Source: an optimization exercise on an open RTL-to-GDS flow (aim: small area). Production flows keep margins and buffers that such runs may drop.
Where RTL was checked, it was by simulation tests only, not by an equivalence proof against the original.

== epsilon ==
==> flow/design.v <==
`timescale 1ps / 1ps
module sqrt
#(
    parameter integer D_W = 32
)
(
    input  wire                clk,
    input  wire                rst,
    input  wire                enable,
    input  wire                in_valid,
    input  wire [D_W-1:0]      qin,
    output wire                out_valid,
    output wire [(D_W>>1)-1:0] qout
);
reg [4:0] v;
always @(posedge clk) begin
    if (rst) v <= 5'd0;
    else if (enable) v <= {v[3:0], in_valid};
end
assign out_valid = v[4];
wire [1:0] a0 = qin[31:30];
wire [1:0] t0 = a0 - 2'd1;
wire ge0 = a0 != 2'd0;
wire [0:0] q1 = ge0;
wire [1:0] r1 = ge0 ? t0[1:0] : a0[1:0];
wire [3:0] a1 = {r1, qin[29:28]};
wire [4:0] t1 = {1'b0, a1} - {2'b00, q1, 2'b01};
wire ge1 = ~t1[4];
wire [1:0] q2 = {q1, ge1};
wire [2:0] r2 = ge1 ? t1[2:0] : a1[2:0];
wire [4:0] a2 = {r2, qin[27:26]};
wire [5:0] t2 = {1'b0, a2} - {2'b00, q2, 2'b01};
wire ge2 = ~t2[5];
wire [2:0] q3 = {q2, ge2};
wire [3:0] r3 = ge2 ? t2[3:0] : a2[3:0];
wire [5:0] a3 = {r3, qin[25:24]};
wire [6:0] t3 = {1'b0, a3} - {2'b00, q3, 2'b01};
wire ge3 = ~t3[6];
wire [3:0] q4 = {q3, ge3};
wire [4:0] r4 = ge3 ? t3[4:0] : a3[4:0];
reg [3:0] q_s0;
reg [4:0] r_s0;
reg [23:0] x_s0;
always @(posedge clk) begin
    if (enable) begin
        q_s0 <= q4;
        r_s0 <= r4;
        x_s0 <= qin[23:0];
    end
end
wire [6:0] a4 = {r_s0, x_s0[23:22]};
wire [7:0] t4 = {1'b0, a4} - {2'b00, q_s0, 2'b01};
wire ge4 = ~t4[7];
wire [4:0] q5 = {q_s0, ge4};
wire [5:0] r5 = ge4 ? t4[5:0] : a4[5:0];
wire [7:0] a5 = {r5, x_s0[21:20]};
wire [8:0] t5 = {1'b0, a5} - {2'b00, q5, 2'b01};
wire ge5 = ~t5[8];
wire [5:0] q6 = {q5, ge5};
wire [6:0] r6 = ge5 ? t5[6:0] : a5[6:0];
wire [8:0] a6 = {r6, x_s0[19:18]};
wire [9:0] t6 = {1'b0, a6} - {2'b00, q6, 2'b01};
wire ge6 = ~t6[9];
wire [6:0] q7 = {q6, ge6};
wire [7:0] r7 = ge6 ? t6[7:0] : a6[7:0];
reg [6:0] q_s1;
reg [7:0] r_s1;
reg [17:0] x_s1;
always @(posedge clk) begin
    if (enable) begin
        q_s1 <= q7;
        r_s1 <= r7;
        x_s1 <= x_s0[17:0];
    end
end
wire [11:0] a7 = {r_s1, x_s1[17:14]};
wire [12:0] u7_1 = {1'b0, a7} - {2'b00, q_s1, 3'b001};
wire [12:0] u7_2 = {1'b0, a7} - {1'b0, q_s1, 4'b0100};
wire [12:0] u7_3 = {1'b0, a7} - {1'b0, q_s1, 4'b1001} - {2'b00, q_s1, 3'b000};
wire c7_1 = ~u7_1[12];
wire c7_2 = ~u7_2[12];
wire c7_3 = ~u7_3[12];
wire [1:0] d7 = {c7_2, c7_3 | (c7_1 & ~c7_2)};
wire [8:0] q9 = {q_s1, d7};
wire [9:0] r9 = c7_3 ? u7_3[9:0] : c7_2 ? u7_2[9:0] : c7_1 ? u7_1[9:0] : a7[9:0];
wire [11:0] a9 = {r9, x_s1[13:12]};
wire [12:0] t9 = {1'b0, a9} - {2'b00, q9, 2'b01};
wire ge9 = ~t9[12];
wire [9:0] q10 = {q9, ge9};
wire [10:0] r10 = ge9 ? t9[10:0] : a9[10:0];
reg [9:0] q_s2;
reg [10:0] r_s2;
reg [11:0] x_s2;
always @(posedge clk) begin
    if (enable) begin
        q_s2 <= q10;
        r_s2 <= r10;
        x_s2 <= x_s1[11:0];
    end
end
wire [12:0] a10 = {r_s2, x_s2[11:10]};
wire [13:0] t10 = {1'b0, a10} - {2'b00, q_s2, 2'b01};
wire ge10 = ~t10[13];
wire [10:0] q11 = {q_s2, ge10};
wire [11:0] r11 = ge10 ? t10[11:0] : a10[11:0];
wire [13:0] a11 = {r11, x_s2[9:8]};
wire [14:0] t11 = {1'b0, a11} - {2'b00, q11, 2'b01};
wire ge11 = ~t11[14];
wire [11:0] q12 = {q11, ge11};
wire [12:0] r12 = ge11 ? t11[12:0] : a11[12:0];
reg [11:0] q_s3;
reg [12:0] r_s3;
reg [7:0] x_s3;
always @(posedge clk) begin
    if (enable) begin
        q_s3 <= q12;
        r_s3 <= r12;
        x_s3 <= x_s2[7:0];
    end
end
wire [14:0] a12 = {r_s3, x_s3[7:6]};
wire [15:0] t12 = {1'b0, a12} - {2'b00, q_s3, 2'b01};
wire ge12 = ~t12[15];
wire [12:0] q13 = {q_s3, ge12};
wire [13:0] r13 = ge12 ? t12[13:0] : a12[13:0];
wire [15:0] a13 = {r13, x_s3[5:4]};
wire [16:0] t13 = {1'b0, a13} - {2'b00, q13, 2'b01};
wire ge13 = ~t13[16];
wire [13:0] q14 = {q13, ge13};
wire [14:0] r14 = ge13 ? t13[14:0] : a13[14:0];
reg [13:0] q_s4;
reg [14:0] r_s4;
reg [3:0] x_s4;
always @(posedge clk) begin
    if (enable) begin
        q_s4 <= q14;
        r_s4 <= r14;
        x_s4 <= x_s3[3:0];
    end
end
wire [18:0] a14 = {r_s4, x_s4[3:0]};
wire [19:0] u14_1 = {1'b0, a14} - {2'b00, q_s4, 3'b001};
wire [19:0] u14_2 = {1'b0, a14} - {1'b0, q_s4, 4'b0100};
wire [19:0] u14_3 = {1'b0, a14} - {1'b0, q_s4, 4'b1001} - {2'b00, q_s4, 3'b000};
wire c14_1 = ~u14_1[19];
wire c14_2 = ~u14_2[19];
wire c14_3 = ~u14_3[19];
wire [1:0] d14 = {c14_2, c14_3 | (c14_1 & ~c14_2)};
wire [15:0] q16 = {q_s4, d14};
assign qout = q16;
endmodule
clock: 5.0 ns
lec_check: 0
cap_margin: 20
core_margin: 2
core_utilization: 40
slew_margin: 20
run.sh (not shown) runs the stock make flow with config.mk's settings and CLKGATE_MAP_FILE= SYNTH_SCRIPT=/design/flow/synth_recipe.tcl, a recipe that flattens the netlist after the stock synthesis.
## Diff of input files: delta against epsilon
diff --git a/flow/design.v b/flow/design.v
--- a/flow/design.v
+++ b/flow/design.v
@@ -72,18 +72,18 @@
         r_s1 <= r7;
         x_s1 <= x_s0[17:0];
     end
 end
-wire [11:0] a7 = {r_s1, x_s1[17:14]};
-wire [12:0] u7_1 = {1'b0, a7} - {2'b00, q_s1, 3'b001};
-wire [12:0] u7_2 = {1'b0, a7} - {1'b0, q_s1, 4'b0100};
-wire [12:0] u7_3 = {1'b0, a7} - {1'b0, q_s1, 4'b1001} - {2'b00, q_s1, 3'b000};
-wire c7_1 = ~u7_1[12];
-wire c7_2 = ~u7_2[12];
-wire c7_3 = ~u7_3[12];
-wire [1:0] d7 = {c7_2, c7_3 | (c7_1 & ~c7_2)};
-wire [8:0] q9 = {q_s1, d7};
-wire [9:0] r9 = c7_3 ? u7_3[9:0] : c7_2 ? u7_2[9:0] : c7_1 ? u7_1[9:0] : a7[9:0];
+wire [9:0] a7 = {r_s1, x_s1[17:16]};
+wire [10:0] t7 = {1'b0, a7} - {2'b00, q_s1, 2'b01};
+wire ge7 = ~t7[10];
+wire [7:0] q8 = {q_s1, ge7};
+wire [8:0] r8 = ge7 ? t7[8:0] : a7[8:0];
+wire [10:0] a8 = {r8, x_s1[15:14]};
+wire [11:0] t8 = {1'b0, a8} - {2'b00, q8, 2'b01};
+wire ge8 = ~t8[11];
+wire [8:0] q9 = {q8, ge8};
+wire [9:0] r9 = ge8 ? t8[9:0] : a8[9:0];
 wire [11:0] a9 = {r9, x_s1[13:12]};
 wire [12:0] t9 = {1'b0, a9} - {2'b00, q9, 2'b01};
 wire ge9 = ~t9[12];
 wire [9:0] q10 = {q9, ge9};
Notes after the runs:
delta finished every stage; the final checks, however, were not passed, the failures being setup timing.
Length of the first detailed-routing pass in iterations in delta vs epsilon: down 1
Per the comparison of delta with epsilon, post-detailed-routing wire length now sits higher, area growth from synthesis to layout now sits higher, maximum clock skew at final layout now sits higher.
Going from epsilon to delta, synthesized-area fraction occupied by and/or/nand/nor cells went up 2.0 points; via count went up 710; largest net degree at the start of global routing went up 43.
The cell with the largest stage delay on the worst path comes out edfxtp_1 in one run and or4_1 in the other, namely in delta and epsilon respectively.
In the tables for epsilon and delta, final cell area excluding filler cells reads lower with epsilon.
Re sequential share of layout area: epsilon and delta aren't equal, and the higher value belongs to epsilon.
Fraction of area in non-clock buffers: delta > epsilon
Against epsilon, fmax in delta came out worse.
delta against epsilon; overall die width is down slightly.
No functional check of the RTL was part of epsilon.

========
Setup of job 101:
RTL: one of the versions met above, not the one the previous note started from.
Size in the first run: ~1200 cells after synthesis, roughly 170 flip-flops, about 53 I/O pins, about 12000 sq um of cells after synthesis.
==> module sqrt, before the edit <==
module sqrt
#(
    parameter integer D_W = 32
)
(
    input  wire                clk,
    input  wire                rst,
    input  wire                enable,
    input  wire                in_valid,
    input  wire [D_W-1:0]      qin,
    output wire                out_valid,
    output wire [(D_W>>1)-1:0] qout
);
reg [4:0] v;
always @(posedge clk) begin
    if (rst) v <= 5'd0;
    else if (enable) v <= {v[3:0], in_valid};
end
assign out_valid = v[4];
wire [1:0] a0 = qin[31:30];
wire [1:0] t0 = a0 - 2'd1;
wire ge0 = a0 != 2'd0;
wire [0:0] q1 = ge0;
wire [1:0] r1 = ge0 ? t0[1:0] : a0[1:0];
wire [3:0] a1 = {r1, qin[29:28]};
wire [4:0] t1 = {1'b0, a1} - {2'b00, q1, 2'b01};
wire ge1 = ~t1[4];
wire [1:0] q2 = {q1, ge1};
wire [2:0] r2 = ge1 ? t1[2:0] : a1[2:0];
wire [4:0] a2 = {r2, qin[27:26]};
wire [5:0] t2 = {1'b0, a2} - {2'b00, q2, 2'b01};
wire ge2 = ~t2[5];
wire [2:0] q3 = {q2, ge2};
wire [3:0] r3 = ge2 ? t2[3:0] : a2[3:0];
wire [5:0] a3 = {r3, qin[25:24]};
wire [6:0] t3 = {1'b0, a3} - {2'b00, q3, 2'b01};
wire ge3 = ~t3[6];
wire [3:0] q4 = {q3, ge3};
wire [4:0] r4 = ge3 ? t3[4:0] : a3[4:0];
reg [3:0] q_s0;
reg [4:0] r_s0;
reg [23:0] x_s0;
always @(posedge clk) begin
    if (enable) begin
        q_s0 <= q4;
        r_s0 <= r4;
        x_s0 <= qin[23:0];
    end
end
wire [6:0] a4 = {r_s0, x_s0[23:22]};
wire [7:0] t4 = {1'b0, a4} - {2'b00, q_s0, 2'b01};
wire ge4 = ~t4[7];
wire [4:0] q5 = {q_s0, ge4};
wire [5:0] r5 = ge4 ? t4[5:0] : a4[5:0];
wire [7:0] a5 = {r5, x_s0[21:20]};
wire [8:0] t5 = {1'b0, a5} - {2'b00, q5, 2'b01};
wire ge5 = ~t5[8];
wire [5:0] q6 = {q5, ge5};
wire [6:0] r6 = ge5 ? t5[6:0] : a5[6:0];
wire [8:0] a6 = {r6, x_s0[19:18]};
wire [9:0] t6 = {1'b0, a6} - {2'b00, q6, 2'b01};
wire ge6 = ~t6[9];
wire [6:0] q7 = {q6, ge6};
wire [7:0] r7 = ge6 ? t6[7:0] : a6[7:0];
reg [6:0] q_s1;
reg [7:0] r_s1;
reg [17:0] x_s1;
always @(posedge clk) begin
    if (enable) begin
        q_s1 <= q7;
        r_s1 <= r7;
        x_s1 <= x_s0[17:0];
    end
end
wire [9:0] a7 = {r_s1, x_s1[17:16]};
wire [10:0] t7 = {1'b0, a7} - {2'b00, q_s1, 2'b01};
wire ge7 = ~t7[10];
wire [7:0] q8 = {q_s1, ge7};
wire [8:0] r8 = ge7 ? t7[8:0] : a7[8:0];
wire [10:0] a8 = {r8, x_s1[15:14]};
wire [11:0] t8 = {1'b0, a8} - {2'b00, q8, 2'b01};
wire ge8 = ~t8[11];
wire [8:0] q9 = {q8, ge8};
wire [9:0] r9 = ge8 ? t8[9:0] : a8[9:0];
wire [11:0] a9 = {r9, x_s1[13:12]};
wire [12:0] t9 = {1'b0, a9} - {2'b00, q9, 2'b01};
wire ge9 = ~t9[12];
wire [9:0] q10 = {q9, ge9};
wire [10:0] r10 = ge9 ? t9[10:0] : a9[10:0];
reg [9:0] q_s2;
reg [10:0] r_s2;
reg [11:0] x_s2;
always @(posedge clk) begin
    if (enable) begin
        q_s2 <= q10;
        r_s2 <= r10;
        x_s2 <= x_s1[11:0];
    end
end
wire [12:0] a10 = {r_s2, x_s2[11:10]};
wire [13:0] t10 = {1'b0, a10} - {2'b00, q_s2, 2'b01};
wire ge10 = ~t10[13];
wire [10:0] q11 = {q_s2, ge10};
wire [11:0] r11 = ge10 ? t10[11:0] : a10[11:0];
wire [13:0] a11 = {r11, x_s2[9:8]};
wire [14:0] t11 = {1'b0, a11} - {2'b00, q11, 2'b01};
wire ge11 = ~t11[14];
wire [11:0] q12 = {q11, ge11};
wire [12:0] r12 = ge11 ? t11[12:0] : a11[12:0];
reg [11:0] q_s3;
reg [12:0] r_s3;
reg [7:0] x_s3;
always @(posedge clk) begin
    if (enable) begin
        q_s3 <= q12;
        r_s3 <= r12;
        x_s3 <= x_s2[7:0];
    end
end
wire [14:0] a12 = {r_s3, x_s3[7:6]};
wire [15:0] t12 = {1'b0, a12} - {2'b00, q_s3, 2'b01};
wire ge12 = ~t12[15];
wire [12:0] q13 = {q_s3, ge12};
wire [13:0] r13 = ge12 ? t12[13:0] : a12[13:0];
wire [15:0] a13 = {r13, x_s3[5:4]};
wire [16:0] t13 = {1'b0, a13} - {2'b00, q13, 2'b01};
wire ge13 = ~t13[16];
wire [13:0] q14 = {q13, ge13};
wire [14:0] r14 = ge13 ? t13[14:0] : a13[14:0];
reg [13:0] q_s4;
reg [14:0] r_s4;
reg [3:0] x_s4;
always @(posedge clk) begin
    if (enable) begin
        q_s4 <= q14;
        r_s4 <= r14;
        x_s4 <= x_s3[3:0];
    end
end
wire [18:0] a14 = {r_s4, x_s4[3:0]};
wire [19:0] u14_1 = {1'b0, a14} - {2'b00, q_s4, 3'b001};
wire [19:0] u14_2 = {1'b0, a14} - {1'b0, q_s4, 4'b0100};
wire [19:0] u14_3 = {1'b0, a14} - {1'b0, q_s4, 4'b1001} - {2'b00, q_s4, 3'b000};
wire c14_1 = ~u14_1[19];
wire c14_2 = ~u14_2[19];
wire c14_3 = ~u14_3[19];
wire [1:0] d14 = {c14_2, c14_3 | (c14_1 & ~c14_2)};
wire [15:0] q16 = {q_s4, d14};
assign qout = q16;
endmodule
export LEC_CHECK = 0
export CAP_MARGIN = 20
export CORE_MARGIN = 2
export CORE_UTILIZATION = 40
export CTS_BUF_LIST = sky130_fd_sc_hd__clkbuf_8
export SLEW_MARGIN = 20
create_clock -name core_clock -period 5.0 [get_ports {clk}]
standard.sh (not shown) runs the stock make flow with config.mk's settings and CLKGATE_MAP_FILE= SYNTH_SCRIPT=/design/flow/synth_recipe.tcl, a recipe that flattens the netlist after the stock synthesis.
==> flow/flow/run.sh <==
#!/bin/bash
# Own layout flow: the standard ORFS flow with two changes.
#  1. Synthesis is synth_recipe.tcl (the standard synthesis) except that its
#     ABC pass uses flow/area.abc, an area-oriented mapping script (dch +
#     map -a, then ABC's usual timing-driven buffering and sizing), instead of
#     ORFS's abc_speed.script.  Registers are not touched by ABC.
#  2. The port buffers are the smallest buffer cell (buf_1).
# Every tool's output goes to run.log here; ORFS's per-step logs stay under
# orfs/logs/.
set -euo pipefail
cd "$(dirname "$0")/.."
work=$(pwd)
cat > my_synth.tcl <<EOT
proc abc {args} {
  set i [lsearch -exact \$args -script]
  if {\$i >= 0} { lset args [expr {\$i + 1}] $work/flow/area.abc }
  yosys abc {*}\$args
}
source $work/synth_recipe.tcl
EOT
bash standard.sh SYNTH_SCRIPT=$work/my_synth.tcl \
  BUFFER_PORTS_ARGS="-buffer_cell sky130_fd_sc_hd__buf_1" finish > run.log 2>&1
==> flow/flow/area.abc <==
strash
dch
map -a
topo
stime -c
buffer -c
upsize -c
dnsize -c
The inputs of job 102 differ from those of job 101 as listed below.
--- a/flow/design.v
+++ b/flow/design.v
@@ -137,15 +137,15 @@
         r_s4 <= r14;
         x_s4 <= x_s3[3:0];
     end
 end
-wire [18:0] a14 = {r_s4, x_s4[3:0]};
-wire [19:0] u14_1 = {1'b0, a14} - {2'b00, q_s4, 3'b001};
-wire [19:0] u14_2 = {1'b0, a14} - {1'b0, q_s4, 4'b0100};
-wire [19:0] u14_3 = {1'b0, a14} - {1'b0, q_s4, 4'b1001} - {2'b00, q_s4, 3'b000};
-wire c14_1 = ~u14_1[19];
-wire c14_2 = ~u14_2[19];
-wire c14_3 = ~u14_3[19];
-wire [1:0] d14 = {c14_2, c14_3 | (c14_1 & ~c14_2)};
-wire [15:0] q16 = {q_s4, d14};
+wire [16:0] a14 = {r_s4, x_s4[3:2]};
+wire [17:0] t14 = {1'b0, a14} - {2'b00, q_s4, 2'b01};
+wire ge14 = ~t14[17];
+wire [14:0] q15 = {q_s4, ge14};
+wire [15:0] r15 = ge14 ? t14[15:0] : a14[15:0];
+wire [17:0] a15 = {r15, x_s4[1:0]};
+wire [18:0] t15 = {1'b0, a15} - {2'b00, q15, 2'b01};
+wire ge15 = ~t15[18];
+wire [15:0] q16 = {q15, ge15};
 assign qout = q16;
 endmodule
--- outcome ---
The final worst-path cycle share in job 102 was higher than what job 101 gave.
The non-clock inverter instance count of the final layout number comes out higher for job 101 vs job 102.
Nothing crashed in job 102 and all stages finished; the problem is that the final layout failed, the offending checks being setup timing.
Job 101 ended up with fewer cell instances than job 102 did.
[job 102] met3 layer wire length in the routed design fell 6.7% relative to job 101
In job 102, the cell area came out about 2.6% above the value in job 101.
Job 102: core occupancy in the finished layout 1.6 points above job 101
On job 102: die area is about 1.3% lower than what job 101 gave.
On total length of routed wires: between job 101 and job 102, it ends up higher for job 102.
Job 102: clock tree skew after final layout 0.0070 ns above job 101
Sort job 101 and job 102 by maximum fanout along the worst path, descending, and job 101 comes first.
Job 101 has a higher combined area of the multi-input logic cells than job 102.
Job 102 reports its worst setup path startpoint as q_s4[2] while job 101 reports q_s1[3].
The via count of the routed design of job 102 was inferior to that of job 101.
For job 102, only the layout was checked, not whether the RTL still works.

==> what the ideal ports hide <==
In the flow no input, the clock included, has a driving cell. The finished layouts below were timed again as built, in two steps.
Step 1 (the two cells are an assumption about what drives the block):
set clk [get_ports {clk}]
set_driving_cell -lib_cell sky130_fd_sc_hd__clkbuf_16 $clk
set_driving_cell -lib_cell sky130_fd_sc_hd__buf_2 [delete_from_list [all_inputs] $clk]
Step 2 times the ports against the registers' clock, not the clock port: input delays grow and output delays shrink by t, the midpoint of the rising clock arrivals with the driver on.
Three values: ideal, step 1, step 2; two values: the first two.
run	shift t [ns]	slack for setup (ns)	worst setup path at the end	worst register clock-pin slew, ns
epsilon	0.476	0.268 / 0.268 / 0.221	input to register	0.07 / 0.07
delta	0.479	-0.198 / -0.198 / -0.198	register to register	0.08 / 0.08
job 101	0.509	0.261 / 0.261 / 0.261	register to register	0.12 / 0.12
job 102	0.505	-0.024 / -0.065 / 0.180	register to register	0.12 / 0.12
The setup slack of epsilon, which loses most, moves by 0.000 ns with the drivers and by -0.047 ns with both steps.
